Context: an optimization exercise on an open-source flow, tuned for small area, a short achievable clock period and few clock cycles per item. The choices shown serve that exercise and are no tape-out recipe. RTL that was checked went through simulation tests only; none was proved equivalent to the original. Power figures rest on the tool's default switching activity, not on a simulated workload.

## seq_gcd
module seq_gcd (
	clk,
	rst_n,
	la_write_a,
	la_write_b,
	a_i,
	b_i,
	gcd_o,
	rdata,
	ready
);
Size: ~3800 cells after synthesis, about 200 I/O pins, ~0.020 mm^2 of cells after synthesis.
clock: 70.0 ns
lec_check: 0
abc_area: 1
cap_margin: 20
core_margin: 2
core_utilization: 40
cts_buf_list: sky130_fd_sc_hd__clkbuf_4 sky130_fd_sc_hd__clkbuf_8
place_density: 0.8
slew_margin: 20
standard.sh (not shown) runs the stock make flow with config.mk's settings and CLKGATE_MAP_FILE= SYNTH_SCRIPT=/design/flow/synth_recipe.tcl, a recipe that flattens the netlist after the stock synthesis.
==> flow/flow/run.sh <==
#!/bin/bash
set -euo pipefail
MARGIN=$(cat flow/margin.txt)
bash standard.sh SETUP_SLACK_MARGIN=$MARGIN \
  "BUFFER_PORTS_ARGS=-buffer_cell sky130_fd_sc_hd__buf_1" finish > standard_flow.log 2>&1
==> flow/flow/margin.txt <==
54.6
Rerun with:
--- a/flow/design.v
+++ b/flow/design.v
@@ -11,45 +11,48 @@
 	ready
 );
 	input wire clk;
 	input wire rst_n;
 	input wire [31:0] la_write_a;
 	input wire [31:0] la_write_b;
 	input wire [31:0] a_i;
 	input wire [31:0] b_i;
 	output wire [31:0] gcd_o;
 	output wire [31:0] rdata;
 	output reg ready;
-	parameter NSTEP = 4;    
+	parameter NSTEP = 3;    
 	reg [31:0] a_q;
 	reg [31:0] b_q;
 	reg [4:0] k_q;
 	reg busy;
 	wire la_load = (&la_write_a) & (&la_write_b);
 	wire load = ~busy & la_load;
 	wire [31:0] sa [0:NSTEP];
 	wire [31:0] sb [0:NSTEP];
 	wire [4:0] sk [0:NSTEP];
 	assign sa[0] = a_q;
 	assign sb[0] = b_q;
 	assign sk[0] = k_q;
 	genvar i, l, j;
 	generate
 		for (i = 0; i < NSTEP; i = i + 1) begin : step
 			wire [31:0] a = sa[i];
 			wire [31:0] b = sb[i];
 			wire [4:0] k = sk[i];
 			wire bz = ~|b;
 			wire kz = ~|k;
-			wire c_put = bz & ~kz;             
-			wire c_two = ~bz & ~a[0] & ~b[0];  
+			localparam STRIP = (i == 0);
+			localparam PUT = (i == NSTEP - 1);
+			wire c_put = PUT & bz & ~kz;               
+			wire c_two = STRIP & ~bz & ~a[0] & ~b[0];  
+			wire c_ev2 = ~a[0] & ~b[0];                
 			wire c_aev = ~a[0] & b[0];         
 			wire c_sub = a[0] & b[0];          
 			wire [31:0] p0 = ~(a ^ b);
 			wire [31:0] g0 = b & ~a;
 			wire gn0 = g0[1] | (p0[1] & g0[0]);
 			wire pn0 = p0[1] & p0[0];
 			wire gn1 = g0[3] | (p0[3] & g0[2]);
 			wire pn1 = p0[3] & p0[2];
 			wire gn2 = g0[5] | (p0[5] & g0[4]);
 			wire pn2 = p0[5] & p0[4];
 			wire gn3 = g0[7] | (p0[7] & g0[6]);
@@ -160,23 +163,23 @@
 			wire pn55 = p0[28] & pn34;
 			wire gn56 = g0[30] | (p0[30] & gn41);
 			wire pn56 = p0[30] & pn41;
 			wire [31:0] Gf = {gn30, gn56, gn41, gn55, gn34, gn54, gn40, gn53, gn31, gn52, gn39, gn51, gn33, gn50, gn38, gn49, gn28, gn48, gn37, gn47, gn32, gn46, gn36, gn45, gn24, gn44, gn35, gn43, gn16, gn42, gn0, g0[0]};
 			wire [31:0] Pf = {pn30, pn56, pn41, pn55, pn34, pn54, pn40, pn53, pn31, pn52, pn39, pn51, pn33, pn50, pn38, pn49, pn28, pn48, pn37, pn47, pn32, pn46, pn36, pn45, pn24, pn44, pn35, pn43, pn16, pn42, pn0, p0[0]};
 			wire ge = Gf[31] | Pf[31];
 			wire [31:0] c1 = {Gf[30:0] | Pf[30:0], 1'b1};
 			wire [31:0] c0n = {~Gf[30:0], 1'b1};
 			wire [31:0] ad = p0 ^ (ge ? c1 : c0n);
 			wire [31:0] xv = b[0] ? ad : b;
 			wire [2:0] y = b[0] ? (a[2:0] ^ b[2:0]) : b[2:0];
-			wire [1:0] sh = c_two ? 2'd1 :
+			wire [1:0] sh = c_ev2 ? {1'd0, c_two} :
 			                y[0] ? 2'd0 :
 			                y[1] ? 2'd1 :
 			                y[2] ? 2'd2 :
 			                2'd3;
 			wire [31:0] s0 = xv;
 			wire [31:0] s1 = sh[0] ? s0 >> 1 : s0;
 			wire [31:0] s2 = sh[1] ? s1 >> 2 : s1;
 			assign sb[i+1] = s2;
 			assign sa[i+1] = c_put ? a << 1 :
 			                 c_two ? a >> 1 :
 			                 (c_aev | (c_sub & ~ge)) ? b : a;
=>
- setup slack improves by 0.28 ns
- critical path depth fell by 1
- cell area fell by 35%
- clock power rose by about 3%
- die area fell by 30%
- wire length fell by 43%
Testbench counts after the change, summed over its fixed seeds: cycles 29,737, items 3,200.
Function not checked in the first run of this note: the RTL went through the layout flow alone.

========
job 101:
Another version of the RTL of seq_gcd (not shown whole).
For scale: ~71 flip-flops, about 200 I/O pins, roughly 18000 um2 of cells after synthesis.
==> module seq_gcd, before the edit <==
module seq_gcd (
	clk,
	rst_n,
	la_write_a,
	la_write_b,
	a_i,
	b_i,
	gcd_o,
	rdata,
	ready
);
	input wire clk;
	input wire rst_n;
	input wire [31:0] la_write_a;
	input wire [31:0] la_write_b;
	input wire [31:0] a_i;
	input wire [31:0] b_i;
	output wire [31:0] gcd_o;
	output wire [31:0] rdata;
	output reg ready;
	parameter NSTEP = 3;    
	reg [31:0] a_q;
	reg [31:0] b_q;
	reg [4:0] k_q;
	reg busy;
	wire la_load = (&la_write_a) & (&la_write_b);
	wire load = ~busy & la_load;
	wire [31:0] sa [0:NSTEP];
	wire [31:0] sb [0:NSTEP];
	wire [4:0] sk [0:NSTEP];
	assign sa[0] = a_q;
	assign sb[0] = b_q;
	assign sk[0] = k_q;
	genvar i, l, j;
	generate
		for (i = 0; i < NSTEP; i = i + 1) begin : step
			wire [31:0] a = sa[i];
			wire [31:0] b = sb[i];
			wire [4:0] k = sk[i];
			wire bz = ~|b;
			wire kz = ~|k;
			wire c_put = bz & ~kz;             
			wire c_two = ~bz & ~a[0] & ~b[0];  
			wire c_aev = ~a[0] & b[0];         
			wire c_sub = a[0] & b[0];          
			wire [31:0] p0 = ~(a ^ b);
			wire [31:0] G [0:5];
			wire [31:0] P [0:5];
			assign G[0] = b & ~a;
			assign P[0] = p0;
			for (l = 0; l < 5; l = l + 1) begin : lv
				for (j = 0; j < 32; j = j + 1) begin : bt
					if (j & (1 << l)) begin : op
						localparam integer q = ((j >> l) << l) - 1;
						assign G[l+1][j] = G[l][j] | (P[l][j] & G[l][q]);
						assign P[l+1][j] = P[l][j] & P[l][q];
					end else begin : pass
						assign G[l+1][j] = G[l][j];
						assign P[l+1][j] = P[l][j];
					end
				end
			end
			wire [31:0] Gf = G[5];
			wire [31:0] Pf = P[5];
			wire ge = Gf[31] | Pf[31];
			wire [31:0] c1 = {Gf[30:0] | Pf[30:0], 1'b1};
			wire [31:0] c0n = {~Gf[30:0], 1'b1};
			wire [31:0] ad = p0 ^ (ge ? c1 : c0n);
			wire [31:0] xv = c_sub ? ad : c_aev ? a : b;
			wire [3:1] y = c_sub ? (a[3:1] ^ b[3:1]) : c_aev ? a[3:1] : b[3:1];
			wire [1:0] sh = c_two ? 2'd0 :
			                y[1] ? 2'd0 :
			                y[2] ? 2'd1 :
			                y[3] ? 2'd2 :
			                2'd3;
			wire [31:0] s0 = xv >> 1;
			wire [31:0] s1 = sh[0] ? s0 >> 1 : s0;
			wire [31:0] s2 = sh[1] ? s1 >> 2 : s1;
			assign sb[i+1] = s2;
			assign sa[i+1] = c_put ? a << 1 :
			                 c_two ? a >> 1 :
			                 (c_aev | (c_sub & ~ge)) ? b : a;
			assign sk[i+1] = c_put ? k - 5'd1 : c_two ? k + 5'd1 : k;
		end
	endgenerate
	always @(posedge clk) begin
		if (load) begin
			a_q <= a_i;
			b_q <= b_i;
			k_q <= 5'd0;
		end else begin
			a_q <= sa[NSTEP];
			b_q <= sb[NSTEP];
			k_q <= sk[NSTEP];
		end
	end
	wire fin = ~|sb[NSTEP] & ~|sk[NSTEP];
	always @(posedge clk or negedge rst_n) begin
		if (~rst_n) begin
			busy <= 1'b0;
			ready <= 1'b0;
		end else begin
			if (load) begin
				busy <= 1'b1;
				ready <= 1'b0;
			end else if (busy & fin) begin
				busy <= 1'b0;
				ready <= 1'b1;
			end
		end
	end
	assign gcd_o = a_q;
	assign rdata = 32'd0;
endmodule
==> flow/config.mk <==
export PLATFORM = sky130hd
export DESIGN_NAME = seq_gcd
export DESIGN_NICKNAME = seq_gcd
export VERILOG_FILES = /design/flow/design.v
export SDC_FILE = /design/flow/constraint.sdc
export NUM_CORES = 4
export LEC_CHECK = 0
export ABC_AREA = 1
export CAP_MARGIN = 20
export CORE_MARGIN = 2
export CORE_UTILIZATION = 40
export SLEW_MARGIN = 20
==> flow/constraint.sdc <==
create_clock -name core_clock -period 70.0 [get_ports {clk}]
set_input_delay 14.0000 -clock core_clock [delete_from_list [all_inputs] [get_ports {clk}]]
set_output_delay 14.0000 -clock core_clock [all_outputs]
set_load 0.01 [all_outputs]
==> flow/flow/run.sh <==
#!/bin/bash
# Layout: the standard flow (standard synthesis unchanged), with the
# resizer's setup repair asked to leave MARGIN ns of slack on the design's
# own constraints, so that it sizes and buffers the datapath for speed.
set -euo pipefail
MARGIN=$(cat flow/margin.txt)
bash standard.sh SETUP_SLACK_MARGIN=$MARGIN finish > standard_flow.log 2>&1
==> flow/flow/margin.txt <==
54
Inputs modified between job 101 and job 105:
diff --git a/flow/design.v b/flow/design.v
--- a/flow/design.v
+++ b/flow/design.v
@@ -37,14 +37,15 @@
 		for (i = 0; i < NSTEP; i = i + 1) begin : step
 			wire [31:0] a = sa[i];
 			wire [31:0] b = sb[i];
 			wire [4:0] k = sk[i];
 			wire bz = ~|b;
 			wire kz = ~|k;
-			wire c_put = bz & ~kz;             
+			wire c_put = bz & ~kz;            
 			wire c_two = ~bz & ~a[0] & ~b[0];  
+			wire c_bev = ~bz & a[0] & ~b[0];   
 			wire c_aev = ~a[0] & b[0];         
 			wire c_sub = a[0] & b[0];          
 			wire [31:0] p0 = ~(a ^ b);
 			wire [31:0] G [0:5];
 			wire [31:0] P [0:5];
 			assign G[0] = b & ~a;
@@ -66,33 +67,28 @@
 			wire ge = Gf[31] | Pf[31];
 			wire [31:0] c1 = {Gf[30:0] | Pf[30:0], 1'b1};
 			wire [31:0] c0n = {~Gf[30:0], 1'b1};
 			wire [31:0] ad = p0 ^ (ge ? c1 : c0n);
 			wire [31:0] xv = c_sub ? ad : c_aev ? a : b;
 			wire [3:1] y = c_sub ? (a[3:1] ^ b[3:1]) : c_aev ? a[3:1] : b[3:1];
-			wire [1:0] sh = c_two ? 2'd0 :
-			                y[1] ? 2'd0 :
-			                y[2] ? 2'd1 :
-			                y[3] ? 2'd2 :
-			                2'd3;
-			wire [31:0] s0 = xv >> 1;
-			wire [31:0] s1 = sh[0] ? s0 >> 1 : s0;
-			wire [31:0] s2 = sh[1] ? s1 >> 2 : s1;
-			assign sb[i+1] = s2;
+			wire y1 = y[1] | c_two;
+			wire [31:0] s1 = y1 ? xv >> 1 : xv >> 2;
+			wire [31:0] s2 = (y1 | y[2]) ? s1 : s1 >> 2;
+			assign sb[i+1] = (~y1 & ~y[2] & y[3]) ? xv >> 3 : s2;
 			assign sa[i+1] = c_put ? a << 1 :
 			                 c_two ? a >> 1 :
 			                 (c_aev | (c_sub & ~ge)) ? b : a;
 			assign sk[i+1] = c_put ? k - 5'd1 : c_two ? k + 5'd1 : k;
 		end
 	endgenerate
 	always @(posedge clk) begin
 		if (load) begin
 			a_q <= a_i;
 			b_q <= b_i;
 			k_q <= 5'd0;
-		end else begin
+		end else if (busy) begin
 			a_q <= sa[NSTEP];
 			b_q <= sb[NSTEP];
 			k_q <= sk[NSTEP];
 		end
 	end
 	wire fin = ~|sb[NSTEP] & ~|sk[NSTEP];
Results
Per the comparison of job 105 with job 101, synthesized cell area increased by about 8% relative to the old numbers, sequential share of layout area moved up, die area rose by about 8%. Job 105 supports a higher top clock frequency than job 101. A critical path endpoint of b_q[19] is what job 101 shows, while a_q[18] belongs to job 105. Fraction of power consumed by combinational cells in job 105 vs job 101: down 0.3 points.
No functional check of the RTL was part of any run of this note.

## what the ideal ports hide
How much do the figures lean on ideal ports? The routed layouts below were timed once more, with nothing changed but the port constraints. Step 1: set_driving_cell puts a clkbuf_16 on clk and a buf_2 on each other input, an assumption about the parent block. Step 2 adds t to the input delays and takes it off the output delays; t is the mean of the earliest and latest rising clock arrival at the registers after step 1. Input paths then give back, and output paths get back, about the clock's delay inside the block. Three values: no drivers, after step 1, after step 2; two values: the first two.
| run | t (ns) | setup slack, ns | worst setup path at the end | worst register clock-pin slew, ns |
|---|---|---|---|---|
| the first run of note 1 | 0.378 | 54.422 / 54.423 / 54.045 | input to register | 0.08 / 0.08 |
| the second run of note 1 | 0.421 | 54.702 / 54.715 / 54.294 | input to register | 0.08 / 0.08 |
| job 101 | 0.388 | 54.072 / 54.094 / 53.706 | input to register | 0.07 / 0.07 |
| job 105 | 0.402 | 54.229 / 54.233 / 53.831 | input to register | 0.07 / 0.07 |
After both steps every run listed still meets setup and hold. For the second run of note 1, which loses most, drivers alone change the setup slack by +0.013 ns; drivers and shift together by -0.408 ns.
